This is an optimization exercise on Yosys and OpenROAD, whose aim is small area, a short achievable clock period and few clock cycles per item, not a production implementation.
Where RTL was checked, it was by simulation tests only, not by an equivalence proof against the original.
For run 1, only the layout was checked, not whether the RTL still works.
Power and IR drop assume default switching activity.

$ cat design.v
`timescale 1ns / 1ps
module huffmandecode(
clk,
huffrst,
code,
hufftable,
symaddr,
symdata,
huffdata,
hufflength,
hufffinish
    );
input clk,huffrst;
input[15:0] code;
input[8*16-1:0] hufftable;
output reg[7:0] symaddr;    
input[7:0] symdata;         
output reg[7:0] huffdata;
output [7:0] hufflength;
output reg hufffinish;
reg [7:0] g;         
reg [7:0] ca;        
reg [1:0] w;         
reg [4:0] k;         
reg       h;         
reg       one;       
reg       hs;        
reg       fix;       
reg [4:0] hl;        
assign hufflength = {3'b000, hl};
wire [7:0] c1   = hufftable[7:0];
wire [7:0] c2   = hufftable[15:8];
wire       b1   = code[15];
wire       b2   = code[14];
wire       hit1 = (c1[7:1] != 7'd0) | (c1[0] & ~b1);
wire       g1   = b1 & ~c1[0];                            
wire       big  = (c1[7:1] != 7'd0) | (c2[7:2] != 6'd0);
wire [1:0] a2   = c1[0] ? {b2, ~b2} : {b1, b2};           
function [5:0] first_entry(input [5:0] x);
    reg [2:0] c, b, g, s, a;
    reg       h1, h2;
    begin
        c = {1'b0, x[4:3]};           
        b = x[2:0];                   
        h1 = x[5] & ~b[2];            
        g = {2'b00, b[2] & ~x[5]};    
        g = {g[1:0], b[1]};           
        h2 = c > g;
        g = g - c;                    
        s = {2'b00, x[5]} + c;        
        a = s + {g[1:0], b[0]};       
        if (h1)      first_entry = {3'd0, b[2], 2'd0};
        else if (h2) first_entry = {2'd0, x[5] ? {b[1], ~b[1]} : b[2:1], 2'd0};
        else         first_entry = {1'b0, a, g[1:0]};
    end
endfunction
function [64*6-1:0] first_table(input dummy);
    integer i;
    begin
        for (i = 0; i < 64; i = i + 1) first_table[6*i +: 6] = first_entry(i[5:0]);
    end
endfunction
localparam [64*6-1:0] FIRST = first_table(1'b0);
wire [5:0] first = FIRST[6*{c1[0], c2[1:0], code[15:13]} +: 6];
wire [3:0] a0   = first[5:2];
wire [1:0] g2   = first[1:0];
wire       short = fix | hs;                        
wire [9:0] gn   = {1'b0, g, w[1]} - {2'b00, ca};    
wire       hit  = gn[9];                            
wire       dead = ~gn[9] & gn[8];                   
wire       nf   = ~short & ~h & ~hit & (dead | k == 5'd15);   
wire [127:0] tblk = {8'd0, hufftable[127:24], 16'd0};
wire [7:0] fetch_c = tblk[8*k[3:0] +: 8];           
wire [15:0] codek = {2'd0, code[11:0], 2'd0};
wire       fetch_b = codek[15 - k[3:0]];            
always @(posedge clk) begin
    one   <= hit1;
    hs    <= (c1[0] & ~b1) | (c2[1:0] > {g1, b2});
    fix   <= big;
    if (~huffrst) begin
        g  <= {6'd0, g2};
        symaddr <= {4'd0, a0};
        ca <= hufftable[23:16];
        w  <= code[13:12];
    end else begin
        g  <= gn[7:0];
        symaddr <= fix & (k == 5'd2) ? {6'd0, one ? {1'b0, b1} : a2} : symaddr + gn[7:0] + {7'd0, w[0]};
        ca <= fetch_c;
        w  <= {w[0], fetch_b};
    end
    if (~hufffinish) begin
        huffdata <= h ? symdata : 8'hff;
        hl <= ~h ? 5'd0 : short ? {3'd0, ~one, one} : k;
    end
end
always @(posedge clk or negedge huffrst) begin
    if (~huffrst) begin
        hufffinish <= 1'b0;
        h <= 1'b0;
        k <= 5'd2;
    end else begin
        if (h | nf)
            hufffinish <= 1'b1;
        h <= short ? ~fix | (k == 5'd3) : hit;
        k <= k + 5'd1;
    end
end
endmodule
$ cat flow/run.sh
#!/bin/bash
# Standard layout, with plain buffers on the ports and repair_timing aiming
# below the clock period (setup margin).
set -euo pipefail
export BUFFER_PORTS_ARGS="-buffer_cell sky130_fd_sc_hd__buf_1"
export SETUP_SLACK_MARGIN=7.9
bash standard.sh > standard.log 2>&1
$ cat standard.sh
#!/bin/bash
# synth_recipe.tcl (not shown) runs the flow's synth.tcl, then flattens the netlist and writes it again
# the make line also repeats each setting of config.mk as NAME=value (left out here)
make -C /OpenROAD-flow-scripts/flow DESIGN_CONFIG=/design/flow/config.mk WORK_HOME=/design/flow/orfs CLKGATE_MAP_FILE= SYNTH_SCRIPT=/design/flow/synth_recipe.tcl "${@:-finish}"
$ cat config.mk
export PLATFORM = sky130hd
export DESIGN_NAME = huffmandecode
export DESIGN_NICKNAME = huffmandecode
export VERILOG_FILES = /design/flow/design.v
export SDC_FILE = /design/flow/constraint.sdc
export NUM_CORES = 8
export LEC_CHECK = 0
export ABC_AREA = 1
export CAP_MARGIN = 20
export CORE_MARGIN = 2
export CORE_UTILIZATION = 40
export SLEW_MARGIN = 20
export TNS_END_PERCENT = 5
$ cat constraint.sdc
create_clock -name core_clock -period 11.0 [get_ports {clk}]
set_input_delay 2.2000 -clock core_clock [delete_from_list [all_inputs] [get_ports {clk}]]
set_output_delay 2.2000 -clock core_clock [all_outputs]
set_load 0.01 [all_outputs]
==> results.yml, run 1 <==
routing:
  wire_per_inst_um: 13.8
  vias: 4177
  drcViolationCount: 0
  dr.pass1.iters: 5
  drt-initial-drc-count: 211
  wl_mm: 11.1
  routed_via_density: 5.18
  drtAntennaViolNets: 0
logic_synthesis:
  syn_area_per_cell_sq_um: 6.87
  syn_inst: 537
  synth.area.top_cells: "dfxtp_1 16%, edfxtp_1 11%, nand2_1 9.4%, o21ai_0 8.4%, nor2_1 7.7%"
  asyncSetResetFlopFracSynth_pct: 14.3
  synthFlopType: "dfxtp_1"
  yosysUniqueCellTypes: 40
  yosysMostFrequentCell: "nand2_1"
  synthTopCellsByCount: "92 x nand2_1, 76 x nor2_1, 62 x o21ai_0, 46 x inv_1, 43 x nand3_1"
  yosysWarningCount: 1
  ys_seq_area_share_pct: 31.1
  yosys_register_bits: 49
  synth_top_cell_by_area: "dfxtp_1"
  synth_edf_count: 13
  synth_top_area_share_pct: 15.7
  netlist_area_sq_um: 3690
sta:
  hold_violations: 0
  post-route-min-period_ns: 3.08
  rsz0062_at_grt: "yes"
  fmax_mhz: 324
  skew_ns: 0.00601
  worst_slew_pin_slew_ns: 0.813
  finalMaxSlewViolations: 0
  max-slew-margin-rel_pct: 45.8
  holdWs_ns: 0.461
  worst_slack_ns: 7.92
  tns_ns: 0
  setup_violations: 0
  finalCritPeriodShare_pct: 28.0
global_route:
  use_met3_pct: 3.06
  top_usage_layer: "met2"
  grt_use_total_pct: 22.5
  grt_pass1_wl_mm: 18.2
  grt_overflow: 0
  grt_max_degree: 57
  antenna_found_initial: 0
  grt_util_met2_pct: 40.1
  grt_pass1_vias: 3892
  use_met1_pct: 29.2
power_and_ir_drop:
  p_clk_share_pct: 19.5
  p_leak_nw: 1.78
  power_density_nw_per_um2: 137
  p_total_uw: 612
  ir_drop_mv: 0.0563
  seqPwrFrac_pct: 36.2
  p_switching_uw: 231
  p_int_uw: 380
  comb_power_share_pct: 44.4
  p_sw_share_pct: 37.8
layout:
  syn_to_final_growth_pct: 20.9
  design_area_sq_um: 4460
  drive_gt1_share_pct: 4.17
  fillers: 994
  n_antenna_cell: 0
  nets: 874
clock_network:
  cts_hold_buf: 0
  root_buffer: "clkbuf_8"
  clkSinkCount: 49
  cts_tree: "yes"
  htreeDepth: 2
  cts_buffer_depth: 2
  clk_pin_slew_ns: 0.09
  clk_latency_ns: 0.30
  cts_buffers: 5
floorplan:
  die_w_um: 100
  core_sq_um: 9110
  fp-row-count: 35
  die_area_sq_um: 10000
  die_h_um: 100
  initial_utilization_pct: 40.5
  io_pins: 179
worst_setup_path:
  crit_path_cell_trace: "buf_1 -> inv_1 -> ha_1 -> nand2_1 -> nand2_1 -> nand3_1 -> o21ai_0 -> a21oi_1 -> o21bai_1"
  rr_startpoint: "w[1]"
  path_class: "input pin to flip-flop"
  cp.arrival_ns: 3.28
  r2r-end: "symaddr[7]"
  r2r_slack_ns: 8.44
  cp.required_ns: 11.19
  worstPathMaxFanout: 4
  slowest_stage: "ha_1"
  startpoint_type: "input pin"
  reg2regPathDepth: 17
  cpPeakStageDelay_ns: 0.30
  endpoint_kind: "flip-flop"
  cp_common_cell: "nand2_1"
min_path:
  hp-start: "fix"
  min_path_cells: 1
  hold_end: "h"
  hold_class: "flip-flop to flip-flop"
placement:
  place.gp.congestion: 0.927
  dp_slack_ns: 7.45
  place_hpwl_mm: 8.75
  placed_area_sq_um: 4350
  port_buffers: 175
run:
  drv_cap: 0
outcome:
  outcome: "finished clean"
## cells in the final DEF (no fill, tap or decap), types with 5 or more instances in the layout
master,synthesis,final
buf_1,1,173
nand2_1,92,92
nor2_1,76,76
o21ai_0,62,62
inv_1,46,46
nand3_1,43,43
dfxtp_1,29,29
a21oi_1,23,23
ha_1,22,22
o22ai_1,19,19
o211ai_1,14,14
edfxtp_1,13,13
or2_2,10,10
nand4_1,8,8
o21ai_1,8,8
a31oi_1,6,6
xor2_1,6,6
dfrtp_1,6,6
clkbuf_8,0,5
## power groups by stage
stage / clock [mW] / combinational (mW) / sequential (mW)
after CTS: 0.122 / 0.272 / 0.222
after global routing: 0.128 / 0.324 / 0.223
after global placement: 0 / 0.267 / 0.225
final: 0.119 / 0.271 / 0.221
after detailed placement: 0 / 0.270 / 0.226
after floorplan: 0 / 0.198 / 0.229
## cell type report
| class | instances | area, sq um | area share (%) |
|---|---|---|---|
| Inverter | 50 | 194 | 4.35 |
| Timing Repair Buffer | 177 | 674 | 15.1 |
| Multi-Input combinational cell | 412 | 2200 | 49.4 |
| Clock inverter | 1 | 5.00 | 0.112 |
| Sequential cell | 49 | 1150 | 25.7 |
| Tap cell | 111 | 139 | 3.11 |
| Clock buffer | 7 | 97.6 | 2.19 |
## critical path: cells and delay by family
family                   cells  cell delay, ns
AO/OA/AOI/OAI                3            0.27
adder cells (fa/ha/maj)      1            0.30
buffers and inverters        2            0.27
AND/OR/NAND/NOR              3            0.22
## through the flow
step	util [%]	cells
final	49.0	807
after detailed placement	47.8	799
after global placement	47.8	799
after CTS	48.9	807
after global routing	49.0	807
after floorplan	-	539
## worst max path at each step
stage,from,to,slack [ns]
after floorplan,hufftable[0],hs,7.92
after global placement,code[15],hs,7.48
after detailed placement,code[14],symaddr[1],7.45
after CTS,code[15],hs,7.78
after global routing,hufftable[0],hs,7.77
final,code[13],symaddr[1],7.92
## cells by family (layout without fill, tap and decap cells)
family	after synthesis	count (layout)	synth area share, %
compound gates	138	138	20.9
xor+xnor	6	6	1.42
fa+ha+maj	25	25	9.09
buf+inv	78	235	9.36
flops	49	49	31.1
other cells	1	3	0.102
simple gates	240	240	28.0
## metal layers
layer  wire (um)  share of wire [%]  vias up
li1            -                  -     2136
met3         670                6.0       10
met1        4870                 44     1879
met5           0                  0        -
met4         148                1.3        0
met2        5420                 49      152
## registers in the layout, indices dropped and copies added, names as in the netlist
name        flops
g               8
fix             1
hufffinish      1
hs              1
ca              8
one             1
huffdata        8
k               5
h               1
symaddr         8
hl              5
w               2
## timing repair
item,in CTS,in global routing
resized for setup,1,2
setup buffers,0,0
setup endpoints to repair,12,23
==> run 2: changes to the inputs <==
--- a/design.v
+++ b/design.v
@@ -22,5 +22,5 @@
 reg [7:0] ca;        
 reg [1:0] w;         
-reg [4:0] k;         
+reg [3:0] n;         
 reg       h;         
 reg       one;       
@@ -69,9 +69,19 @@
 wire       hit  = gn[9];                            
 wire       dead = ~gn[9] & gn[8];                   
-wire       nf   = ~short & ~h & ~hit & (dead | k == 5'd15);   
-wire [127:0] tblk = {8'd0, hufftable[127:24], 16'd0};
-wire [7:0] fetch_c = tblk[8*k[3:0] +: 8];           
-wire [15:0] codek = {2'd0, code[11:0], 2'd0};
-wire       fetch_b = codek[15 - k[3:0]];            
+wire       nf   = ~short & ~h & ~hit & (dead | n == 4'd13);   
+wire [14:0] sel = 15'd1 << n;                      
+wire [7:0] grp [0:4];                               
+wire [4:0] grpb;
+genvar gi;
+generate for (gi = 0; gi < 5; gi = gi + 1) begin : fg
+    assign grp[gi] = (hufftable[8*(3*gi+3) +: 8] & {8{sel[3*gi]}})
+                   | (hufftable[8*(3*gi+4) +: 8] & {8{sel[3*gi+1]}})
+                   | (gi < 4 ? hufftable[8*(3*gi+5) +: 8] & {8{sel[3*gi+2]}} : 8'd0);
+    assign grpb[gi] = (code[11-3*gi] & sel[3*gi])
+                    | (gi < 4 ? code[10-3*gi] & sel[3*gi+1] : 1'b0)
+                    | (gi < 4 ? code[9-3*gi] & sel[3*gi+2] : 1'b0);
+end endgenerate
+wire [7:0] fetch_c = grp[0] | grp[1] | grp[2] | grp[3] | grp[4];    
+wire       fetch_b = |grpb;                                           
 always @(posedge clk) begin
     one   <= hit1;
@@ -85,5 +95,5 @@
     end else begin
         g  <= gn[7:0];
-        symaddr <= fix & (k == 5'd2) ? {6'd0, one ? {1'b0, b1} : a2} : symaddr + gn[7:0] + {7'd0, w[0]};
+        symaddr <= fix & (n == 4'd0) ? {6'd0, one ? {1'b0, b1} : a2} : symaddr + gn[7:0] + {7'd0, w[0]};
         ca <= fetch_c;
         w  <= {w[0], fetch_b};
@@ -91,5 +101,5 @@
     if (~hufffinish) begin
         huffdata <= h ? symdata : 8'hff;
-        hl <= ~h ? 5'd0 : short ? {3'd0, ~one, one} : k;
+        hl <= ~h ? 5'd0 : one ? 5'd1 : short ? 5'd2 : {1'b0, n} + 5'd2;
     end
 end
@@ -98,10 +108,10 @@
         hufffinish <= 1'b0;
         h <= 1'b0;
-        k <= 5'd2;
+        n <= 4'd0;
     end else begin
         if (h | nf)
             hufffinish <= 1'b1;
-        h <= short ? ~fix | (k == 5'd3) : hit;
-        k <= k + 5'd1;
+        h <= short ? ~fix | (n == 4'd1) : hit;
+        n <= n + 4'd1;
     end
 end
==> flow/run.sh (replaced) <==
#!/bin/bash
# The standard layout (standard.sh) with three changes: synthesis maps with
# ABC on flow/abc.script (flow/synth.tcl), the ports get plain buf_1 buffers,
# and repair_timing aims below the clock period (setup margin).
set -euo pipefail
W=$(pwd)
export BUFFER_PORTS_ARGS="-buffer_cell sky130_fd_sc_hd__buf_1"
export SETUP_SLACK_MARGIN=7.8
export FLOW_ABC_SCRIPT=$W/flow/abc.script
sed "s#SYNTH_SCRIPT=[^ ]*#SYNTH_SCRIPT=$W/flow/synth.tcl#" standard.sh > synth_step.sh
bash synth_step.sh synth > synth.log 2>&1
bash standard.sh > standard.log 2>&1
==> flow/abc.script (new file) <==
strash
dch
amap
topo
stime -c
buffer -c
upsize -c
dnsize -c
==> flow/synth.tcl (new file) <==
# The standard flow's synthesis script (synth_recipe.tcl), with ABC run on flow/abc.script
# (area-oriented mapping) instead of ORFS's speed or area script.
proc synth {args} { yosys synth -nofsm -noshare {*}$args }
proc abc {args} {
  set i [lsearch -exact $args -script]
  if {$i >= 0} { lset args [expr {$i + 1}] $::env(FLOW_ABC_SCRIPT) }
  yosys abc {*}$args
}
source $::env(SCRIPTS_DIR)/synth.tcl
# left out here: clear keep_hierarchy, flatten, clean up, hide names made inside functions, write 1_2_yosys.v
--- a/config.mk
+++ b/config.mk
@@ -6,5 +6,4 @@
 export NUM_CORES = 8
 export LEC_CHECK = 0
-export ABC_AREA = 1
 export CAP_MARGIN = 20
 export CORE_MARGIN = 2
==> run 2 against run 1 <==
Still clean; die area down 10%; critical path depth shrank 1; sequential power decreased by about 10%; sequential cell count down 1; count of clock-buffer cells in the layout unchanged; non-clock buffer count stayed put; synthesized cell count fell by 28%; maximum frequency shrank 2.5%; setup slack got worse by 0.078 ns; design area fell by 7.2%.
==> results.yml, run 2 <==
power_and_ir_drop:
  ir_drop_mv: 0.0664
  p_switching_uw: 159
  comb_power_share_pct: 32.0
  power_density_nw_per_um2: 121
  p_total_uw: 500
  p_clk_share_pct: 28.5
  p_sw_share_pct: 31.8
  p_leak_nw: 1.67
  p_int_uw: 341
  seqPwrFrac_pct: 39.5
clock_network:
  root_buffer: "clkbuf_8"
  clk_latency_ns: 0.31
  clkSinkCount: 48
  htreeDepth: 2
  cts_buffers: 5
  cts_tree: "yes"
  clk_pin_slew_ns: 0.08
  cts_buffer_depth: 2
worst_setup_path:
  crit_start: "code[13]"
  r2r_slack_ns: 8.10
  startpoint_type: "input pin"
  reg2regPathDepth: 17
  r2r-end: "symaddr[7]"
  rr_startpoint: "w[1]"
  worstPathMaxFanout: 6
  cp.arrival_ns: 3.34
  cp.required_ns: 11.18
  endpoint_kind: "flip-flop"
  path_class: "input pin to flip-flop"
  crit_end: "symaddr[0]"
layout:
  syn_to_final_growth_pct: 25.5
  drive_gt1_share_pct: 6.51
  final_util_pct: 51.2
  final_cell_mix: "171 x buf_1, 41 x inv_1, 41 x nor2_1"
  final_common_cell: "buf_1"
  nets: 735
  n_antenna_cell: 0
  fillers: 859
  fin_cells: 658
floorplan:
  die_h_um: 94.8
  die_area_sq_um: 8990
  initial_utilization_pct: 40.8
  core_sq_um: 8090
  die_w_um: 94.8
  io_pins: 179
  fp-row-count: 33
global_route:
  grt_overflow: 0
  grt_pass1_vias: 3343
  grt_use_total_pct: 23.1
  antenna_found_initial: 0
  grt_pass1_wl_mm: 16.1
  grt_max_degree: 18
sta:
  holdWs_ns: 0.472
  worst_slew_pin_slew_ns: 0.865
  finalMaxSlewViolations: 0
  skew_ns: 0.0119
  finalCritPeriodShare_pct: 28.8
  hold_violations: 0
  fmax_mhz: 316
  tns_ns: 0
  post-route-min-period_ns: 3.16
  rsz0062_at_grt: "yes"
  max-slew-margin-rel_pct: 42.0
  setup_violations: 0
logic_synthesis:
  yosysMostFrequentCell: "inv_1"
  synth_edf_count: 13
  yosysWarningCount: 3
  asyncSetResetFlopFracSynth_pct: 12.5
  yosys_register_bits: 48
  syn_area_per_cell_sq_um: 8.55
  yosysUniqueCellTypes: 58
  syn_inst: 386
  synthTopCellsByCount: "43 x inv_1, 41 x nor2_1, 32 x a21oi_1, 29 x dfxtp_1, 28 x a222oi_1"
  ys_seq_area_share_pct: 34.0
  netlist_area_sq_um: 3300
  synthFlopType: "dfxtp_1"
  synth_top_cell_by_area: "dfxtp_1"
  synth.area.top_cells: "dfxtp_1 18%, edfxtp_1 12%, ha_1 9.9%, a222oi_1 8.5%, inv_1 4.9%"
  synth_top_area_share_pct: 17.6
placement:
  port_buffers: 175
  dp.cells: 647
  place.gp.congestion: 0.911
  place_hpwl_mm: 8.55
routing:
  vias: 3684
  routed_via_density: 5.60
  wire_per_inst_um: 16.5
  drcViolationCount: 0
  drt-initial-drc-count: 456
  drtAntennaViolNets: 0
  wl_mm: 10.9
  dr.pass1.iters: 7
min_path:
  hold_class: "flip-flop to flip-flop"
  min_path_cells: 1
run:
  drv_cap: 0
outcome:
  outcome: "finished clean"
[run 2: changes by cell type in the layout (fill, tap and decap cells not counted), sizes merged, moves of 11 or more]
cell	change
o211ai	-14
o22ai	-14
nand2	-71
nor2	-37
a222oi	+28
o21ai	-52
and3	+11
nand3	-40
[run 2: worst max-delay path, cell delays in order]
cell,delay [ns]
buf_1,0.11
inv_2,0.09
ha_2,0.18
a21oi_1,0.13
o21ai_1,0.09
o21a_1,0.13
a222oi_1,0.27
o22ai_1,0.13
[run 2: repair_timing]
action | CTS | global route
hold buffers | 0 | 0
cloned | 1 | 0
gates resized for setup | 4 | 2
setup endpoints to repair | 26 | 21
setup buffers | 0 | 2
pin swaps | 0 | 0
[run 2: worst min path at each step]
| stage | to | from | slack, ns |
|---|---|---|---|
| 6_report | h | fix | 0.47 |
| 3_3_place_gp | h | fix | 0.46 |
| 5_1_grt | h | fix | 0.50 |
| 2_1_floorplan | h | fix | 0.41 |
| 4_1_cts | h | fix | 0.48 |
| 3_5_place_dp | h | fix | 0.46 |
[run 2: routing by layer]
layer	GRT usage, %	vias to the layer above	routed length (um)
met4	8.82	0	316
met1	29.9	1704	4520
li1	-	1779	-
met3	3.83	23	834
met5	0	-	0
met2	38.5	178	5190
[run 2: cell families (layout without fill, tap and decap cells)]
group	count (synthesis)	after routing	synth area share [%]
xor gates and xnor gates	1	1	0.265
and+or+nand+nor	120	120	18.3
adders and majority gates	29	29	11.7
DFF	48	48	34.0
AOI/OAI and AO/OA	119	119	26.8
other	1	3	0.114
buffers and inverters	68	233	8.83
[run 2: metrics by stage]
stage,area [sq um],setup WS (ns)
after detailed placement,3990,6.99
after global routing,4140,7.74
after global placement,3990,7.09
after floorplan,3310,7.75
final,4140,7.84
after CTS,4130,7.76
[run 2: cell type report]
| type | count | area [sq um] | area share (%) |
|---|---|---|---|
| Clock buffer | 7 | 97.6 | 2.36 |
| Clock inverter | 1 | 30.0 | 0.725 |
| Inverter | 47 | 183 | 4.41 |
| Multi-Input combinational cell | 272 | 1900 | 45.8 |
| Sequential cell | 48 | 1120 | 27.1 |
| Tap cell | 105 | 131 | 3.17 |
| Timing Repair Buffer | 177 | 677 | 16.3 |
| Timing Repair inverter | 1 | 5.00 | 0.121 |
[run 2: power by group through the flow]
stage / clock [mW] / sequential, mW / combinational [mW]
global placement: 0 / 0.202 / 0.154
CTS: 0.145 / 0.198 / 0.159
floorplan: 0 / 0.201 / 0.108
global route: 0.152 / 0.198 / 0.181
detailed placement: 0 / 0.202 / 0.157
finish: 0.142 / 0.198 / 0.160
Testbench counts of run 2, summed over its fixed seeds: cycles 9,412, items 2,048.
==> run 3: changes to the inputs <==
--- a/flow/run.sh
+++ b/flow/run.sh
@@ -6,5 +6,5 @@
 W=$(pwd)
 export BUFFER_PORTS_ARGS="-buffer_cell sky130_fd_sc_hd__buf_1"
-export SETUP_SLACK_MARGIN=7.8
+export SETUP_SLACK_MARGIN=7.9
 export FLOW_ABC_SCRIPT=$W/flow/abc.script
 sed "s#SYNTH_SCRIPT=[^ ]*#SYNTH_SCRIPT=$W/flow/synth.tcl#" standard.sh > synth_step.sh
==> run 3 against run 2 <==
Still clean on timing, DRC and antenna; via count fell by 0.65%; sequential cell count did not move; setup slack got worse by 0.0052 ns; synthesized cell count did not move; sequential share of layout area barely moved; count of clock-buffer cells in the layout did not move; first-iteration DRC count fell by 16%; power barely moved; global-route usage rose by 0.12 points.
==> results.yml, run 3 <==
outcome:
  outcome: "finished clean"
global_route:
  grt_use_total_pct: 23.2
  antenna_found_initial: 0
  grt_overflow: 0
  grt_max_degree: 18
  grt_pass1_wl_mm: 16.1
  grt_pass1_vias: 3350
sta:
  fmax_mhz: 316
  worst_slew_pin_slew_ns: 0.884
  max-slew-margin-rel_pct: 40.7
  tns_ns: 0
  finalMaxSlewViolations: 0
  hold_violations: 0
  setup_violations: 0
  skew_ns: 0.0120
  worst_slack_ns: 7.83
  post-route-min-period_ns: 3.17
  finalCritPeriodShare_pct: 28.8
  rsz0062_at_grt: "yes"
floorplan:
  fp-row-count: 33
  die_area_sq_um: 8990
  die_h_um: 94.8
  die_w_um: 94.8
  core_sq_um: 8090
  initial_utilization_pct: 40.8
  io_pins: 179
layout:
  drive_gt1_share_pct: 6.34
  fin_cells: 657
  syn_to_final_growth_pct: 25.4
  seq_area_sq_um: 1120
  nets: 734
  final_util_pct: 51.1
  final_cell_mix: "171 x buf_1, 41 x inv_1, 41 x nor2_1"
  multi_input_area_sq_um: 1900
  n_antenna_cell: 0
  fillers: 857
  final_common_cell: "buf_1"
worst_setup_path:
  endpoint_kind: "flip-flop"
  rr_startpoint: "w[1]"
  r2r-end: "symaddr[7]"
  reg2regPathDepth: 17
  cp.required_ns: 11.18
  path_class: "input pin to flip-flop"
  r2r_slack_ns: 8.07
  worstPathMaxFanout: 6
  startpoint_type: "input pin"
  cp.arrival_ns: 3.35
power_and_ir_drop:
  p_leak_nw: 1.66
  power_density_nw_per_um2: 121
  ir_drop_mv: 0.0665
  p_total_uw: 500
routing:
  wl_mm: 10.8
  drt-initial-drc-count: 381
  wire_per_inst_um: 16.5
  dr.pass1.iters: 5
  vias: 3660
  drcViolationCount: 0
  drtAntennaViolNets: 0
  routed_via_density: 5.57
min_path:
  min_path_cells: 1
  hold_class: "flip-flop to flip-flop"
  hp-start: "fix"
  hold_end: "h"
logic_synthesis:
  synthFlopType: "dfxtp_1"
  ys_seq_area_share_pct: 34.0
  synth_top_area_share_pct: 17.6
  syn_area_per_cell_sq_um: 8.55
  netlist_area_sq_um: 3300
  synth_top_cell_by_area: "dfxtp_1"
  yosys_register_bits: 48
  synth_edf_count: 13
  syn_inst: 386
  yosysMostFrequentCell: "inv_1"
  synth.area.top_cells: "dfxtp_1 18%, edfxtp_1 12%, ha_1 9.9%, a222oi_1 8.5%, inv_1 4.9%"
  yosysWarningCount: 3
  asyncSetResetFlopFracSynth_pct: 12.5
  yosysUniqueCellTypes: 58
  synthTopCellsByCount: "43 x inv_1, 41 x nor2_1, 32 x a21oi_1, 29 x dfxtp_1, 28 x a222oi_1"
clock_network:
  clk_latency_ns: 0.31
  clkSinkCount: 48
  htreeDepth: 2
  clk_pin_slew_ns: 0.08
  cts_hold_buf: 0
  cts_buffer_depth: 2
  cts_tree: "yes"
  root_buffer: "clkbuf_8"
  cts_buffers: 5
placement:
  place_hpwl_mm: 8.55
  place.gp.congestion: 0.911
  dp_slack_ns: 6.99
  dp.cells: 647
  port_buffers: 175
run:
  drv_cap: 0
## run 3: cell counts after synthesis
Identical to the previous run, type by type.
## run 3: power by group
part | internal [mW] | switching [mW]
clock network | 0.0818 | 0.0606
registers | 0.193 | 0.00499
logic | 0.0664 | 0.0942
## run 3: worst max-delay path, stage by stage
cell	delay, ns
buf_1	0.11
inv_2	0.09
ha_2	0.18
a21oi_1	0.13
o21ai_1	0.09
o21a_1	0.13
a222oi_1	0.27
o22ai_1	0.14
## run 3: cells by family (layout without fill, tap and decap cells)
family	count (synthesis)	count (layout)	share of synthesized area [%]
xor+xnor	1	1	0.265
other cells	1	3	0.114
simple gates	120	120	18.3
buf+inv	68	232	8.83
fa+ha+maj	29	29	11.7
flops	48	48	34.0
compound gates	119	119	26.8
## run 3: area by class of cell
type | instances | area share (%)
clock inverter | 1 | 0.726
multi-input combinational | 272 | 45.9
clock buffer | 7 | 2.36
sequential | 48 | 27.1
inverter | 47 | 4.41
timing repair inverter | 1 | 0.181
tap | 105 | 3.18
timing repair buffer | 176 | 16.2
## run 3: metal layers
layer / GRT usage, % / vias up / share of wire, %
li1: - / 1777 / -
met2: 38.8 / 175 / 48
met5: 0 / - / 0
met1: 30.2 / 1689 / 42
met3: 3.83 / 19 / 7.0
met4: 8.45 / 0 / 2.5
## run 3: worst max path at each step
stage | startpoint | endpoint | depth (start not counted)
6_report | code[13] | symaddr[0] | 8
5_1_grt | code[13] | symaddr[0] | 8
4_1_cts | code[13] | symaddr[0] | 8
3_5_place_dp | huffrst | symaddr[4] | 5
3_3_place_gp | huffrst | symaddr[4] | 5
2_1_floorplan | code[13] | symaddr[0] | 7
## run 3: through the flow
| stage | cell area, sq um | hold slack, ns |
|---|---|---|
| floorplan | 3310 | 0.415 |
| global placement | 3990 | 0.463 |
| detailed placement | 3990 | 0.464 |
| CTS | 4130 | 0.484 |
| global route | 4140 | 0.497 |
| finish | 4140 | 0.474 |
## run 3: timing repair
action,CTS,global route
endpoints found under the setup margin,27,20
setup buffers,1,0
gates resized for setup,4,3
gates cloned,1,0
==> run 4: changes to the inputs <==
==> flow/abc.script (replaced) <==
strash
dch -f
amap
strash
dch -f
amap
topo
stime -c
buffer -c
upsize -c
dnsize -c
==> run 4 against run 3 <==
Still clean on timing, DRC and antenna; cell count decreased by 0.30%; combinational power is 9.9% lower; synthesized cell count is 0.26% higher; via count shrank 1.8%; count of clock-buffer cells in the layout is 1 lower; register-to-register slack gained 0.19 ns; first-iteration DRC count shrank 5.8%; non-clock buffer count shrank 1; sequential power about the same; highest routed layer unchanged.
==> results.yml, run 4 <==
clock_network:
  clk_pin_slew_ns: 0.08
  cts_buffers: 5
  clk_latency_ns: 0.30
  cts_hold_buf: 0
  cts_buffer_depth: 2
  root_buffer: "clkbuf_8"
  clkSinkCount: 48
  htreeDepth: 2
  cts_tree: "yes"
worst_setup_path:
  startpoint_type: "input pin"
  cp.arrival_ns: 3.33
  cpPeakStageDelay_ns: 0.25
  cp.required_ns: 11.17
  worstPathMaxFanout: 5
  path_class: "input pin to flip-flop"
  slowest_stage: "ha_1"
  crit_path_cell_trace: "buf_1 -> inv_1 -> ha_1 -> o22ai_1 -> nor2_1 -> o21ai_0 -> o311ai_0 -> nand2_1 -> o221ai_1"
  endpoint_kind: "flip-flop"
logic_synthesis:
  netlist_area_sq_um: 3250
  synth.area.top_cells: "dfxtp_1 18%, edfxtp_1 12%, ha_1 10%, a222oi_1 7.4%, inv_1 4.7%"
  synthFlopType: "dfxtp_1"
  syn_inst: 387
  yosys_register_bits: 48
  synth_top_area_share_pct: 17.8
  yosysUniqueCellTypes: 52
  yosysWarningCount: 3
  synthTopCellsByCount: "41 x inv_1, 41 x nor2_1, 30 x nand2_1, 29 x dfxtp_1, 26 x ha_1"
  asyncSetResetFlopFracSynth_pct: 12.5
  syn_area_per_cell_sq_um: 8.41
  synth_top_cell_by_area: "dfxtp_1"
  synth_edf_count: 13
  ys_seq_area_share_pct: 34.5
routing:
  vias: 3595
  routed_via_density: 5.49
  drt-initial-drc-count: 359
  wire_per_inst_um: 16.4
  drcViolationCount: 0
  wl_mm: 10.7
  drtAntennaViolNets: 0
  dr.pass1.iters: 8
global_route:
  use_met3_pct: 4.74
  use_met1_pct: 32.4
  grt_max_degree: 28
  grt_pass1_wl_mm: 16.6
  grt_util_met2_pct: 39.9
  grt_overflow: 0
  grt_use_total_pct: 24.0
  antenna_found_initial: 0
  grt_pass1_vias: 3492
  top_usage_layer: "met2"
power_and_ir_drop:
  p_leak_nw: 1.66
  comb_power_share_pct: 30.7
  p_clk_share_pct: 27.5
  power_density_nw_per_um2: 116
  p_sw_share_pct: 30.5
  p_switching_uw: 144
  p_int_uw: 329
  ir_drop_mv: 0.0611
  seqPwrFrac_pct: 41.8
sta:
  tns_ns: 0
  post-route-min-period_ns: 3.17
  setup_violations: 0
  finalCritPeriodShare_pct: 28.8
  worst_slew_pin_slew_ns: 0.580
  max-slew-margin-rel_pct: 61.3
  fmax_mhz: 316
  skew_ns: 0.00418
  hold_violations: 0
  finalMaxSlewViolations: 0
  rsz0062_at_grt: "yes"
outcome:
  outcome: "finished clean"
layout:
  final_common_cell: "buf_1"
  nets: 735
  n_antenna_cell: 0
  fin_cells: 655
  final_cell_mix: "171 x buf_1, 41 x nor2_1, 40 x inv_1"
  drive_gt1_share_pct: 5.61
  syn_to_final_growth_pct: 25.2
floorplan:
  core_sq_um: 7810
  fp-row-count: 32
  initial_utilization_pct: 41.7
  io_pins: 179
  die_w_um: 94.2
  die_area_sq_um: 8870
  die_h_um: 94.2
placement:
  place_hpwl_mm: 8.75
  dp.cells: 647
  port_buffers: 175
  place.gp.congestion: 0.855
min_path:
  hold_class: "flip-flop to flip-flop"
run:
  drv_cap: 0
-- run 4: cell count changes after synthesis, moves of 4 or more --
| cell | previous run | this run |
|---|---|---|
| o21ai_0 | 8 | 23 |
| a21oi_1 | 32 | 21 |
| a222oi_1 | 28 | 24 |
| nand3_1 | 3 | 7 |
| o21ai_1 | 9 | 0 |
| nand2_1 | 21 | 30 |
-- run 4: area by class of cell --
| cell class | instances | area [sq um] |
|---|---|---|
| fill | 799 | 3740 |
| multi-input combinational | 275 | 1860 |
| sequential | 48 | 1120 |
| timing repair buffer | 175 | 662 |
| inverter | 47 | 180 |
| tap | 102 | 128 |
| clock buffer | 6 | 82.6 |
| clock inverter | 2 | 33.8 |
-- run 4: power groups by stage --
stage	combinational [mW]	sequential [mW]	clock, mW
detailed placement	0.144	0.202	0
global placement	0.142	0.202	0
floorplan	0.0999	0.201	0
CTS	0.146	0.198	0.134
finish	0.145	0.198	0.130
global route	0.170	0.199	0.142
-- run 4: layer usage --
metal | wire (um) | vias up
met5 | 0 | -
met4 | 144 | 0
met3 | 1070 | 16
met2 | 4940 | 204
met1 | 4580 | 1612
li1 | - | 1763
-- run 4: logic make-up (layout without fill, tap and decap cells) --
logic type	after synthesis	in the layout	share of synthesized area (%)
buffers and inverters	66	230	8.62
and+or+nand+nor	127	127	18.8
other	1	3	0.115
adders and majority gates	29	29	11.8
DFF	48	48	34.5
AOI/OAI and AO/OA	116	116	26.1
-- run 4: repair_timing --
item | CTS | global route
gates resized for setup | 4 | 1
endpoints found under the setup margin | 26 | 6
gates cloned | 0 | 0
setup buffers | 0 | 0
pin swaps | 0 | 0
hold endpoints to repair | 0 | 0
-- run 4: per-stage QoR --
| stage | total power [mW] | worst slack [ns] | area (sq um) | hold WS [ns] | util, % |
|---|---|---|---|---|---|
| floorplan | 0.301 | 7.77 | 3290 | 0.427 | - |
| global placement | 0.344 | 7.10 | 3950 | 0.488 | 50.5 |
| detailed placement | 0.346 | 7.09 | 3950 | 0.495 | 50.5 |
| CTS | 0.477 | 7.84 | 4070 | 0.514 | 52.1 |
| global route | 0.511 | 7.74 | 4070 | 0.542 | 52.1 |
| finish | 0.473 | 7.83 | 4070 | 0.504 | 52.1 |
-- run 4: critical path: cells and delay by family --
| family | cells | cell delay [ns] |
|---|---|---|
| AOI/OAI and AO/OA | 4 | 0.55 |
| and+or+nand+nor | 2 | 0.14 |
| adders and majority gates | 1 | 0.25 |
| buffers and inverters | 2 | 0.20 |
-- run 4: path summary, 6_finish.rpt --
check	startpoint	slack, ns	to	cells after the start
worst max-delay path	code[13]	7.83	symaddr[0]	9
worst min-delay path	w[0]	0.50	w[1]	2
worst max register to register	w[1]	8.26	symaddr[7]	14
worst min register to register	w[0]	0.50	w[1]	2
max in group asynchronous	huffrst	8.98	n[2]	1
min in group asynchronous	huffrst	1.78	hufffinish	1
==> run 5: changes to the inputs <==
--- a/config.mk
+++ b/config.mk
@@ -10,3 +10,2 @@
 export CORE_UTILIZATION = 40
 export SLEW_MARGIN = 20
-export TNS_END_PERCENT = 5
==> run 5 against run 4 <==
Still clean on timing, DRC and antenna; maximum frequency is 0.74% lower; setup slack got worse by 0.024 ns; utilization grew 0.34 points; cell count is the same; hold slack improved by 0.0045 ns; sequential share of layout area is 0.18 points lower; sequential power is essentially flat; power decreased by 4.5%; routed wire length is 2.0% higher; largest cell class unchanged.
==> results.yml, run 5 <==
clock_network:
  cts_buffer_depth: 2
  htreeDepth: 2
  clk_pin_slew_ns: 0.09
  cts_tree: "yes"
  cts_hold_buf: 0
  root_buffer: "clkbuf_8"
  post-cts-setup-buffers: 0
  cts_buffers: 5
  clkSinkCount: 48
  clk_latency_ns: 0.30
sta:
  worst_slew_pin_slew_ns: 0.583
  fmax_mhz: 314
  finalMaxSlewViolations: 0
  tns_ns: 0
  rsz0062_at_grt: "yes"
  setup_violations: 0
  post-route-min-period_ns: 3.19
  skew_ns: 0.00657
  max-slew-margin-rel_pct: 61.1
  hold_violations: 0
  holdWs_ns: 0.509
  finalCritPeriodShare_pct: 29.0
floorplan:
  core_sq_um: 7810
  die_w_um: 94.2
  io_pins: 179
  die_area_sq_um: 8870
  fp-row-count: 32
  initial_utilization_pct: 41.7
  die_h_um: 94.2
global_route:
  grt_pass1_vias: 3524
  grt_overflow: 0
  antenna_found_initial: 0
  grt_use_total_pct: 24.9
  grt_max_degree: 28
  grt_pass1_wl_mm: 17.1
routing:
  drtAntennaViolNets: 0
  drcViolationCount: 0
  wl_mm: 11.0
  drt-initial-drc-count: 251
  routed_via_density: 5.54
  vias: 3628
  wire_per_inst_um: 16.7
  dr.pass1.iters: 7
placement:
  placed_area_sq_um: 3980
  place_hpwl_mm: 8.88
  place.gp.congestion: 0.929
  port_buffers: 175
power_and_ir_drop:
  p_int_uw: 301
  p_switching_uw: 151
  comb_power_share_pct: 32.9
  seqPwrFrac_pct: 43.8
  p_sw_share_pct: 33.3
  p_clk_share_pct: 23.3
  p_leak_nw: 1.65
  ir_drop_mv: 0.0563
  power_density_nw_per_um2: 110
layout:
  syn_to_final_growth_pct: 26.0
  final_cell_mix: "169 x buf_1, 41 x nor2_1, 37 x inv_1"
  final_common_cell: "buf_1"
  design_area_sq_um: 4100
  n_antenna_cell: 0
  nets: 735
  drive_gt1_share_pct: 7.78
  final_util_pct: 52.5
outcome:
  outcome: "finished clean"
logic_synthesis:
  netlist_area_sq_um: 3250
  synth_top_cell_by_area: "dfxtp_1"
  synthTopCellsByCount: "41 x inv_1, 41 x nor2_1, 30 x nand2_1, 29 x dfxtp_1, 26 x ha_1"
  yosysWarningCount: 3
  synth_top_area_share_pct: 17.8
  ys_seq_area_share_pct: 34.5
  yosys_register_bits: 48
  yosysUniqueCellTypes: 52
  synth_edf_count: 13
  synthFlopType: "dfxtp_1"
  syn_inst: 387
  asyncSetResetFlopFracSynth_pct: 12.5
  syn_area_per_cell_sq_um: 8.41
  synth.area.top_cells: "dfxtp_1 18%, edfxtp_1 12%, ha_1 10%, a222oi_1 7.4%, inv_1 4.7%"
worst_setup_path:
  slowest_stage: "a222oi_1"
  cp.arrival_ns: 3.39
  cpPeakStageDelay_ns: 0.32
  crit_path_cell_trace: "buf_1 -> a222oi_1 -> o2111ai_1 -> a31oi_1 -> nand3_1 -> o32a_1"
  path_class: "input pin to flip-flop"
  cp.required_ns: 11.20
  startpoint_type: "input pin"
  endpoint_kind: "flip-flop"
  worstPathMaxFanout: 1
run:
  drv_cap: 0
min_path:
  hold_class: "flip-flop to flip-flop"
## run 5: cell counts after synthesis
No cell type changed its count.
## run 5: layout make-up
cell class	instances	area [sq um]
multi-input cells	275	1900
well taps	102	128
repair buffers	175	673
clock inverters	3	18.8
clock buffers	5	68.8
flip-flops and latches	48	1120
fillers	801	3710
inverters	47	189
## run 5: cell families (layout without fill, tap and decap cells)
| kind of cell | Yosys count | after routing | synth area share [%] |
|---|---|---|---|
| other cells | 1 | 3 | 0.115 |
| buf+inv | 66 | 230 | 8.62 |
| compound gates | 116 | 116 | 26.1 |
| simple gates | 127 | 127 | 18.8 |
| fa+ha+maj | 29 | 29 | 11.8 |
| flops | 48 | 48 | 34.5 |
## run 5: metrics by stage
stage	std cells	power, mW	worst slack, ns
after floorplan	389	0.303	7.77
after global placement	647	0.344	7.12
after detailed placement	647	0.348	7.04
after CTS	655	0.453	7.84
after global routing	655	0.487	7.69
final	655	0.452	7.81
## run 5: critical path, delay by kind of cell
kind	cells	cell delay, ns
simple gates	1	0.14
buf+inv	1	0.07
compound gates	4	0.97
## run 5: worst paths after layout
path / from / end / slack (ns) / cells after the start
worst max register to register: ca[2] / symaddr[7] / 8.31 / 15
worst min register to register: w[0] / w[1] / 0.51 / 2
min in group asynchronous: huffrst / hufffinish / 1.80 / 1
max in group asynchronous: huffrst / n[1] / 8.94 / 1
worst max-delay path: hufftable[58] / ca[2] / 7.81 / 6
worst min-delay path: w[0] / w[1] / 0.51 / 2
## run 5: power groups by stage
stage / Sequential (mW) / Clock (mW) / Combinational, mW
global placement: 0.201 / 0 / 0.143
global route: 0.199 / 0.114 / 0.174
finish: 0.198 / 0.105 / 0.149
CTS: 0.198 / 0.108 / 0.148
detailed placement: 0.202 / 0 / 0.146
floorplan: 0.201 / 0 / 0.102
## run 5: routing by layer
metal  vias up  routed length (um)  global-route usage (%)
met4         0                 161                    6.28
met1      1646                4630                    33.4
met5         -                   0                       0
li1       1766                   -                       -
met2       198                5160                    41.4
met3        18                1000                    4.57
## run 5: what timing repair did
| action | in CTS | in global routing |
|---|---|---|
| pin swaps | 1 | 1 |
| endpoints found under the setup margin | 26 | 7 |
| gates cloned | 0 | 0 |
| gates resized for setup | 5 | 11 |
==> run 6: changes to the inputs <==
--- a/flow/run.sh
+++ b/flow/run.sh
@@ -6,5 +6,5 @@
 W=$(pwd)
 export BUFFER_PORTS_ARGS="-buffer_cell sky130_fd_sc_hd__buf_1"
-export SETUP_SLACK_MARGIN=7.9
+export SETUP_SLACK_MARGIN=8.0
 export FLOW_ABC_SCRIPT=$W/flow/abc.script
 sed "s#SYNTH_SCRIPT=[^ ]*#SYNTH_SCRIPT=$W/flow/synth.tcl#" standard.sh > synth_step.sh
==> flow/abc.script (replaced) <==
strash
dch
amap
topo
stime -c
buffer -c
upsize -c
dnsize -c
--- a/config.mk
+++ b/config.mk
@@ -10,2 +10,3 @@
 export CORE_UTILIZATION = 40
 export SLEW_MARGIN = 20
+export TNS_END_PERCENT = 5
==> run 6 against run 5 <==
Via count rose by 0.83%; sequential cell count did not move; global-route usage fell by 1.7 points; highest routed layer unchanged.
==> results.yml, run 6 <==
clock_network:
  cts_hold_buf: 0
  cts_buffers: 5
  root_buffer: "clkbuf_8"
  clkSinkCount: 48
  htreeDepth: 2
  clk_latency_ns: 0.31
  cts_buffer_depth: 2
  clk_pin_slew_ns: 0.08
  cts_tree: "yes"
outcome:
  outcome: "finished clean"
sta:
  finalMaxSlewViolations: 0
  hold_violations: 0
  rsz0062_at_grt: "yes"
  max-slew-margin-rel_pct: 41.2
  worst_slack_ns: 7.84
  tns_ns: 0
  skew_ns: 0.0121
  fmax_mhz: 316
  worst_slew_pin_slew_ns: 0.878
  setup_violations: 0
  finalCritPeriodShare_pct: 28.7
  post-route-min-period_ns: 3.16
placement:
  place.gp.congestion: 0.911
  port_buffers: 175
  dp_slack_ns: 6.99
  place_hpwl_mm: 8.55
floorplan:
  fp-row-count: 33
  die_area_sq_um: 8990
  die_w_um: 94.8
  io_pins: 179
  core_sq_um: 8090
  initial_utilization_pct: 40.8
  die_h_um: 94.8
global_route:
  grt_overflow: 0
  grt_pass1_wl_mm: 16.1
  grt_use_total_pct: 23.2
  grt_max_degree: 18
  antenna_found_initial: 0
  grt_pass1_vias: 3350
worst_setup_path:
  path_class: "input pin to flip-flop"
  r2r_slack_ns: 8.07
  startpoint_type: "input pin"
  cp.required_ns: 11.18
  cpLargestDelayFamily: "compound AO/OA/AOI/OAI gates"
  endpoint_kind: "flip-flop"
  crit_buf_inv: 2
  reg2regPathDepth: 17
  r2r-end: "symaddr[7]"
  worstPathMaxFanout: 6
  rr_startpoint: "w[1]"
  cp.arrival_ns: 3.34
  cp.depth: 8
  crit_path_cell_trace: "buf_1 -> inv_2 -> ha_2 -> a21oi_1 -> o21ai_1 -> o21a_1 -> a222oi_1 -> o22ai_1"
  slowest_stage: "a222oi_1"
  cpPeakStageDelay_ns: 0.27
logic_synthesis:
  yosysUniqueCellTypes: 58
  synth-simple-area-share_pct: 18.3
  synthTopCellsByCount: "43 x inv_1, 41 x nor2_1, 32 x a21oi_1, 29 x dfxtp_1, 28 x a222oi_1"
  netlist_area_sq_um: 3300
  asyncSetResetFlopFracSynth_pct: 12.5
  synth_top_area_share_pct: 17.6
  synth_top_cell_by_area: "dfxtp_1"
  ys_seq_area_share_pct: 34.0
  yosysWarningCount: 3
  synth_compound_area_share_pct: 26.8
  yosysMostFrequentCell: "inv_1"
  synthFlopType: "dfxtp_1"
  synthMuxAreaShare_pct: 0
  synth_fa_ha_area_share_pct: 11.7
  yosys_register_bits: 48
  synth-xor-area-share_pct: 0.265
  synth_edf_count: 13
  syn_area_per_cell_sq_um: 8.55
  syn_inst: 386
  synth.area.top_cells: "dfxtp_1 18%, edfxtp_1 12%, ha_1 9.9%, a222oi_1 8.5%, inv_1 4.9%"
  synth_top_family_by_area: "compound AO/OA/AOI/OAI gates"
power_and_ir_drop:
  ir_drop_mv: 0.0665
  power_density_nw_per_um2: 121
  p_clk_share_pct: 28.4
  p_int_uw: 341
  seqPwrFrac_pct: 39.5
  p_switching_uw: 160
  p_sw_share_pct: 31.9
  comb_power_share_pct: 32.1
  p_leak_nw: 1.67
layout:
  drive_gt1_share_pct: 6.88
  final_common_cell: "buf_1"
  final_util_pct: 51.2
  syn_to_final_growth_pct: 25.5
  seq_area_sq_um: 1120
  multi_input_area_sq_um: 1900
  nets: 734
  final_cell_mix: "169 x buf_1, 41 x nor2_1, 40 x inv_1"
  n_antenna_cell: 0
  fillers: 859
routing:
  drcViolationCount: 0
  vias: 3658
  routed_via_density: 5.57
  dr.pass1.iters: 6
  drt-initial-drc-count: 363
  wl_mm: 10.8
  wire_per_inst_um: 16.5
  drtAntennaViolNets: 0
min_path:
  hold_class: "flip-flop to flip-flop"
  hold_end: "h"
  min_path_cells: 1
  hp-start: "fix"
run:
  drv_cap: 0
-- run 6: changes by cell type after synthesis, sizes merged, moves of 3 or more --
cell | previous run | this run
nor3 | 4 | 9
o31ai | 0 | 3
nand2 | 30 | 21
or2 | 12 | 9
a31oi | 4 | 1
a21oi | 21 | 32
a222oi | 24 | 28
nand3 | 7 | 3
nor4 | 2 | 5
a221oi | 9 | 6
o21ai | 23 | 18
buf | 8 | 11
-- run 6: worst max-delay path by stage --
stage               startpoint  slack, ns    endpoint
floorplan             code[13]       7.75  symaddr[0]
global placement       huffrst       7.09  symaddr[4]
detailed placement     huffrst       6.99  symaddr[4]
CTS                   code[13]       7.78  symaddr[0]
global route          code[13]       7.78  symaddr[0]
finish                code[13]       7.84  symaddr[0]
-- run 6: kinds of logic after synthesis --
group                    after synthesis
adder cells (fa/ha/maj)               29
AO/OA/AOI/OAI                        119
other                                  1
flip-flops                            48
XOR/XNOR                               1
buffers and inverters                 68
AND/OR/NAND/NOR                      120
-- run 6: worst register-to-register path, cell delays in order, from the launching register on --
cell      delay (ns)
dfxtp_1         0.31
inv_1           0.04
ha_1            0.17
inv_1           0.06
fa_1            0.40
a21oi_1         0.15
nor2_1          0.06
nor2_2          0.12
nor2_1          0.06
a21oi_1         0.24
ha_1            0.30
inv_1           0.10
nor2_1          0.05
a211oi_1        0.37
o31ai_1         0.16
nor2_1          0.14
a21oi_1         0.05
nor2_1          0.09
-- run 6: area by class of cell --
class	count	share of cell area, %
multi-input cells	272	45.8
flip-flops and latches	48	27.1
repair buffers	176	16.2
inverters	47	4.47
well taps	105	3.17
clock buffers	7	2.36
clock inverters	1	0.725
repair inverters	1	0.181
-- run 6: power by group through the flow --
stage,clock network (mW),registers [mW],logic (mW)
after CTS,0.145,0.198,0.160
after global placement,0,0.202,0.154
after detailed placement,0,0.202,0.157
final,0.142,0.198,0.161
after floorplan,0,0.201,0.108
after global routing,0.152,0.198,0.181
-- run 6: metal layers --
metal	vias up	GRT usage, %	routed length [um]
li1	1776	-	-
met1	1691	30.2	4580
met2	168	38.8	5190
met3	23	3.83	746
met4	0	8.45	295
met5	-	0	0
-- run 6: stage by stage --
step | instance area [sq um] | hold WS, ns | total power [mW] | cells
global route | 4140 | 0.497 | 0.531 | 657
finish | 4140 | 0.474 | 0.501 | 657
floorplan | 3310 | 0.415 | 0.309 | 388
global placement | 3990 | 0.463 | 0.356 | 647
CTS | 4140 | 0.484 | 0.503 | 657
detailed placement | 3990 | 0.464 | 0.359 | 647
-- run 6: what timing repair did --
item | CTS | global route
setup endpoints to repair | 50 | 46
setup buffers | 1 | 0
cloned | 1 | 0
resized for setup | 5 | 8
==> run 7: changes to the inputs <==
==> flow/abc.script (replaced) <==
strash
dch -f
amap
strash
dch -f
amap
topo
stime -c
buffer -c
upsize -c
dnsize -c
--- a/config.mk
+++ b/config.mk
@@ -10,3 +10,3 @@
 export CORE_UTILIZATION = 40
 export SLEW_MARGIN = 20
-export TNS_END_PERCENT = 5
+export TNS_END_PERCENT = 20
==> run 7 against run 6 <==
Sequential cell count did not move; still clean on timing, DRC and antenna; first-iteration DRC count decreased by 23%; maximum frequency shrank 0.37%; clock power decreased by 12%.
==> results.yml, run 7 <==
outcome:
  outcome: "finished clean"
placement:
  dp.cells: 647
  placed_area_sq_um: 4000
  place_hpwl_mm: 8.82
  place.gp.congestion: 0.924
  dp_slack_ns: 7.07
  port_buffers: 175
routing:
  drt-initial-drc-count: 281
  drcViolationCount: 0
  drtAntennaViolNets: 0
  wire_per_inst_um: 16.7
  routed_via_density: 5.45
  dr.pass1.iters: 6
  vias: 3567
  wl_mm: 10.9
layout:
  syn_to_final_growth_pct: 29.4
  fin_cells: 655
  fillers: 797
  drive_gt1_share_pct: 9.04
  final_common_cell: "buf_1"
  final_cell_mix: "167 x buf_1, 40 x nor2_1, 36 x inv_1"
  n_antenna_cell: 0
  design_area_sq_um: 4210
  nets: 735
sta:
  rsz0062_at_grt: "yes"
  tns_ns: 0
  skew_ns: 0.00505
  setup_violations: 0
  worst_slew_pin_slew_ns: 0.586
  hold_violations: 0
  fmax_mhz: 315
  finalCritPeriodShare_pct: 28.9
  finalMaxSlewViolations: 0
  max-slew-margin-rel_pct: 60.9
  worst_slack_ns: 7.83
  post-route-min-period_ns: 3.17
clock_network:
  root_buffer: "clkbuf_8"
  clk_latency_ns: 0.30
  clkSinkCount: 48
  cts_buffers: 5
  cts_tree: "yes"
  cts_buffer_depth: 2
  htreeDepth: 2
  clk_pin_slew_ns: 0.09
  cts_hold_buf: 0
  post-cts-setup-buffers: 0
logic_synthesis:
  asyncSetResetFlopFracSynth_pct: 12.5
  netlist_area_sq_um: 3250
  synth_top_cell_by_area: "dfxtp_1"
  ys_seq_area_share_pct: 34.5
  syn_area_per_cell_sq_um: 8.41
  yosysWarningCount: 3
  synthTopCellsByCount: "41 x inv_1, 41 x nor2_1, 30 x nand2_1, 29 x dfxtp_1, 26 x ha_1"
  yosysUniqueCellTypes: 52
  syn_inst: 387
  synthFlopType: "dfxtp_1"
  synth.area.top_cells: "dfxtp_1 18%, edfxtp_1 12%, ha_1 10%, a222oi_1 7.4%, inv_1 4.7%"
  yosys_register_bits: 48
  synth_top_area_share_pct: 17.8
  synth_edf_count: 13
floorplan:
  fp-row-count: 32
  die_w_um: 94.2
  io_pins: 179
  core_sq_um: 7810
  die_area_sq_um: 8870
  die_h_um: 94.2
  initial_utilization_pct: 41.7
global_route:
  grt_pass1_vias: 3612
  grt_pass1_wl_mm: 17.2
  grt_max_degree: 28
  grt_overflow: 0
  antenna_found_initial: 0
  grt_use_total_pct: 24.9
min_path:
  hold_class: "flip-flop to flip-flop"
  min_path_cells: 1
power_and_ir_drop:
  comb_power_share_pct: 31.8
  p_int_uw: 327
  seqPwrFrac_pct: 41.8
  ir_drop_mv: 0.0745
  p_switching_uw: 147
  power_density_nw_per_um2: 113
  p_clk_share_pct: 26.4
  p_sw_share_pct: 31.0
  p_leak_nw: 1.69
  p_total_uw: 474
worst_setup_path:
  startpoint_type: "input pin"
  cp.required_ns: 11.19
  worstPathMaxFanout: 1
  path_class: "input pin to flip-flop"
  endpoint_kind: "flip-flop"
  reg2regPathDepth: 13
  cp.arrival_ns: 3.37
run:
  drv_cap: 0
run 7: changes by cell type after synthesis, moves of 4 or more:
cell      before  now
a21oi_1       32   21
nand3_1        3    7
nand2_1       21   30
o21ai_0        8   23
a222oi_1      28   24
o21ai_1        9    0
run 7: logic make-up (layout without fill, tap and decap cells):
kind of cell / Yosys count / in the layout / synth area share, %
flops: 48 / 48 / 34.5
buf+inv: 66 / 230 / 8.62
simple gates: 127 / 127 / 18.8
compound gates: 116 / 116 / 26.1
fa+ha+maj: 29 / 29 / 11.8
other cells: 1 / 3 / 0.115
run 7: power by group through the flow:
stage               clock network (mW)  registers (mW)  logic (mW)
global route                     0.136           0.199       0.176
detailed placement                   0           0.202       0.145
global placement                     0           0.202       0.142
CTS                              0.130           0.198       0.147
floorplan                            0           0.201       0.103
finish                           0.125           0.198       0.151
run 7: repair_timing:
item | 4_1_cts | 5_1_grt
resized for setup | 12 | 19
pin swaps | 0 | 8
endpoints found under the hold margin | 0 | 0
endpoints found under the setup margin | 51 | 32
cloned | 0 | 0
run 7: area by class of cell:
| type | count | area (sq um) | area share, % |
|---|---|---|---|
| timing repair buffer | 175 | 692 | 16.4 |
| clock buffer | 5 | 68.8 | 1.63 |
| multi-input combinational | 275 | 1950 | 46.4 |
| clock inverter | 3 | 42.5 | 1.01 |
| tap | 102 | 128 | 3.03 |
| inverter | 47 | 204 | 4.84 |
| sequential | 48 | 1120 | 26.7 |
run 7: through the flow:
stage / hold WS, ns / utilization (%)
floorplan: 0.427 / -
finish: 0.511 / 53.9
global placement: 0.487 / 51.3
global route: 0.555 / 53.9
CTS: 0.521 / 53.1
detailed placement: 0.501 / 51.3
run 7: final timing paths:
| path | startpoint | endpoint | slack, ns |
|---|---|---|---|
| worst max-delay path | hufftable[74] | ca[2] | 7.83 |
| worst min-delay path | fix | h | 0.51 |
| worst max register to register | ca[0] | symaddr[7] | 8.35 |
| worst min register to register | fix | h | 0.51 |
| max in group asynchronous | huffrst | n[1] | 8.95 |
| min in group asynchronous | huffrst | hufffinish | 1.79 |
run 7: per-layer routing:
metal  vias up  part of all wire, %  GRT usage, %
met3        17                  7.6          4.01
met4         0                  2.0          9.06
met2       159                   48          41.4
met1      1622                   43          32.5
li1       1769                    -             -
met5         -                    0             0
run 7: critical path: stages:
cell and delay (ns):
buf_1 0.07, a222oi_1 0.34, o2111ai_1 0.16, a31oi_1 0.16
nand3_1 0.14, o32a_1 0.31
==> run 8: changes to the inputs <==
--- a/flow/run.sh
+++ b/flow/run.sh
@@ -6,5 +6,5 @@
 W=$(pwd)
 export BUFFER_PORTS_ARGS="-buffer_cell sky130_fd_sc_hd__buf_1"
-export SETUP_SLACK_MARGIN=8.0
+export SETUP_SLACK_MARGIN=8.1
 export FLOW_ABC_SCRIPT=$W/flow/abc.script
 sed "s#SYNTH_SCRIPT=[^ ]*#SYNTH_SCRIPT=$W/flow/synth.tcl#" standard.sh > synth_step.sh
--- a/config.mk
+++ b/config.mk
@@ -10,3 +10,2 @@
 export CORE_UTILIZATION = 40
 export SLEW_MARGIN = 20
-export TNS_END_PERCENT = 20
==> run 8 against run 7 <==
Synthesized cell count is the same; global-route usage increased by 0.063 points; design area grew 5.3%; via count is 3.4% higher; hold slack lost 0.0030 ns; sequential share of layout area decreased by 1.1 points; critical path type unchanged; largest cell class unchanged; largest power group unchanged.
==> results.yml, run 8 <==
min_path:
  hp-start: "w[0]"
  min_path_cells: 2
  hold_class: "flip-flop to flip-flop"
  hold_end: "w[1]"
routing:
  wire_per_inst_um: 16.7
  drtAntennaViolNets: 0
  routed_via_density: 5.60
  drt-initial-drc-count: 397
  drcViolationCount: 0
  vias: 3690
  wl_mm: 11.0
  dr.pass1.iters: 8
floorplan:
  fp-row-count: 32
  die_w_um: 94.2
  io_pins: 179
  core_sq_um: 7810
  initial_utilization_pct: 41.7
  die_area_sq_um: 8870
  die_h_um: 94.2
placement:
  place_hpwl_mm: 8.90
  place.gp.congestion: 0.975
  port_buffers: 175
  dp.cells: 647
logic_synthesis:
  synth.area.top_cells: "dfxtp_1 18%, edfxtp_1 12%, ha_1 10%, a222oi_1 7.4%, inv_1 4.7%"
  synth_top_area_share_pct: 17.8
  asyncSetResetFlopFracSynth_pct: 12.5
  syn_inst: 387
  yosysWarningCount: 3
  yosys_register_bits: 48
  synth_top_cell_by_area: "dfxtp_1"
  synthTopCellsByCount: "41 x inv_1, 41 x nor2_1, 30 x nand2_1, 29 x dfxtp_1, 26 x ha_1"
  netlist_area_sq_um: 3250
  ys_seq_area_share_pct: 34.5
  synthFlopType: "dfxtp_1"
  yosysUniqueCellTypes: 52
  synth_edf_count: 13
  syn_area_per_cell_sq_um: 8.41
worst_setup_path:
  cp.required_ns: 11.20
  rr_startpoint: "n[3]"
  reg2regPathDepth: 8
  path_class: "input pin to flip-flop"
  startpoint_type: "input pin"
  endpoint_kind: "flip-flop"
  worstPathMaxFanout: 1
  r2r-end: "ca[2]"
  r2r_slack_ns: 8.37
  cp.arrival_ns: 3.39
clock_network:
  clk_pin_slew_ns: 0.09
  cts_buffer_depth: 2
  clkSinkCount: 48
  root_buffer: "clkbuf_8"
  htreeDepth: 2
  cts_tree: "yes"
  cts_buffers: 5
  clk_latency_ns: 0.31
  cts_hold_buf: 0
sta:
  holdWs_ns: 0.508
  worst_slew_pin_slew_ns: 0.675
  post-route-min-period_ns: 3.18
  setup_violations: 0
  hold_violations: 0
  max-slew-margin-rel_pct: 55.0
  tns_ns: 0
  fmax_mhz: 314
  finalMaxSlewViolations: 0
  skew_ns: 0.0101
  finalCritPeriodShare_pct: 28.9
  rsz0062_at_grt: "yes"
power_and_ir_drop:
  power_density_nw_per_um2: 103
  ir_drop_mv: 0.0560
  p_leak_nw: 1.79
  p_total_uw: 456
layout:
  final_common_cell: "buf_1"
  drive_gt1_share_pct: 18.3
  nets: 739
  fin_cells: 659
  fillers: 760
  n_antenna_cell: 0
  final_cell_mix: "147 x buf_1, 40 x nor2_1, 36 x inv_1"
  syn_to_final_growth_pct: 36.2
run:
  drv_cap: 0
global_route:
  grt_pass1_wl_mm: 17.6
  grt_util_met2_pct: 42.0
  top_usage_layer: "met2"
  use_met3_pct: 5.70
  grt_pass1_vias: 3637
  use_met1_pct: 32.7
  antenna_found_initial: 0
  grt_overflow: 0
  grt_use_total_pct: 25.0
  grt_max_degree: 28
outcome:
  outcome: "finished clean"
==> run 8: cell families after synthesis <==
group                    count (synthesis)  synth area share (%)
AO/OA/AOI/OAI                          116                  26.1
flip-flops                              48                  34.5
buffers and inverters                   66                  8.62
other                                    1                 0.115
AND/OR/NAND/NOR                        127                  18.8
adder cells (fa/ha/maj)                 29                  11.8
==> run 8: worst max path at each step <==
stage	slack [ns]	to	cells past startpoint	startpoint
2_1_floorplan	7.77	ca[2]	5	hufftable[58]
3_3_place_gp	7.24	ca[2]	3	huffrst
3_5_place_dp	7.18	ca[2]	3	huffrst
4_1_cts	7.81	ca[2]	6	hufftable[74]
5_1_grt	7.70	ca[2]	6	hufftable[74]
6_report	7.82	ca[2]	6	hufftable[74]
==> run 8: worst max-delay path, cell delays in order <==
cell and delay, ns:
buf_1 0.07, a222oi_1 0.34, o2111ai_1 0.15, a31oi_1 0.21, nand3_1 0.13, o32a_1 0.29
==> run 8: metal layers <==
metal,wire (um),share of wire [%]
met1,4760,43
met2,5220,47
met3,879,8.0
met4,155,1.4
met5,0,0
==> run 8: per-stage QoR <==
step	util, %	cell area (sq um)	setup WS, ns
global route	56.8	4430	7.70
detailed placement	52.5	4100	7.18
finish	56.8	4430	7.82
CTS	55.4	4330	7.81
floorplan	-	3460	7.77
global placement	52.5	4100	7.24
==> run 8: cell type report <==
cell class	count	area (sq um)	area share, %
Sequential cell	48	1130	25.5
Tap cell	102	128	2.88
Timing Repair Buffer	179	815	18.4
Clock buffer	6	72.6	1.64
Multi-Input combinational cell	275	2070	46.6
Clock inverter	2	11.3	0.254
Inverter	47	209	4.71
==> run 8: repair_timing <==
item / CTS / global route
buffers inserted: 2 / 2
resized for setup: 49 / 34
pin swaps: 3 / 7
setup endpoints to repair: 51 / 39
==> run 8: report_power, final <==
part           switching [mW]  internal (mW)  total (mW)
clock                  0.0573         0.0441       0.101
combinational          0.0870         0.0692       0.156
sequential            0.00485          0.193       0.198

==> separate check: timing with driven ports <==
The results above use ideal ports. As a check the final layouts listed here were re-extracted and re-timed, cells and wires unchanged. Step 1 sets driving cells, clkbuf_16 on the clock port and buf_2 on the other inputs (assumed; they add their load-dependent delay and slew). Step 2 adds t to the input delays and takes it off the output delays; t is the mean of the earliest and latest rising clock arrival at the registers after step 1. Input paths then give back, and output paths get back, about the clock's delay inside the block. Slacks: ideal / step 1 / step 2; pairs: ideal / step 1.
run	shift t [ns]	setup WS [ns]	worst setup path at the end	latest minus earliest clock arrival (ns)
run 1	0.328	7.915 / 7.921 / 7.593	input to register	0.006 / 0.006
run 2	0.337	7.837 / 7.848 / 7.511	input to register	0.012 / 0.012
run 3	0.337	7.832 / 7.843 / 7.506	input to register	0.012 / 0.012
run 4	0.321	7.835 / 7.837 / 7.516	input to register	0.004 / 0.004
run 5	0.327	7.811 / 7.808 / 7.481	input to register	0.007 / 0.006
run 6	0.337	7.838 / 7.849 / 7.512	input to register	0.012 / 0.012
run 7	0.330	7.826 / 7.821 / 7.491	input to register	0.005 / 0.005
run 8	0.328	7.816 / 7.806 / 7.478	input to register	0.010 / 0.010
After both steps every run listed still meets setup and hold. The setup slack of run 8, which loses most, moves by -0.010 ns with the drivers and by -0.338 ns with both steps.
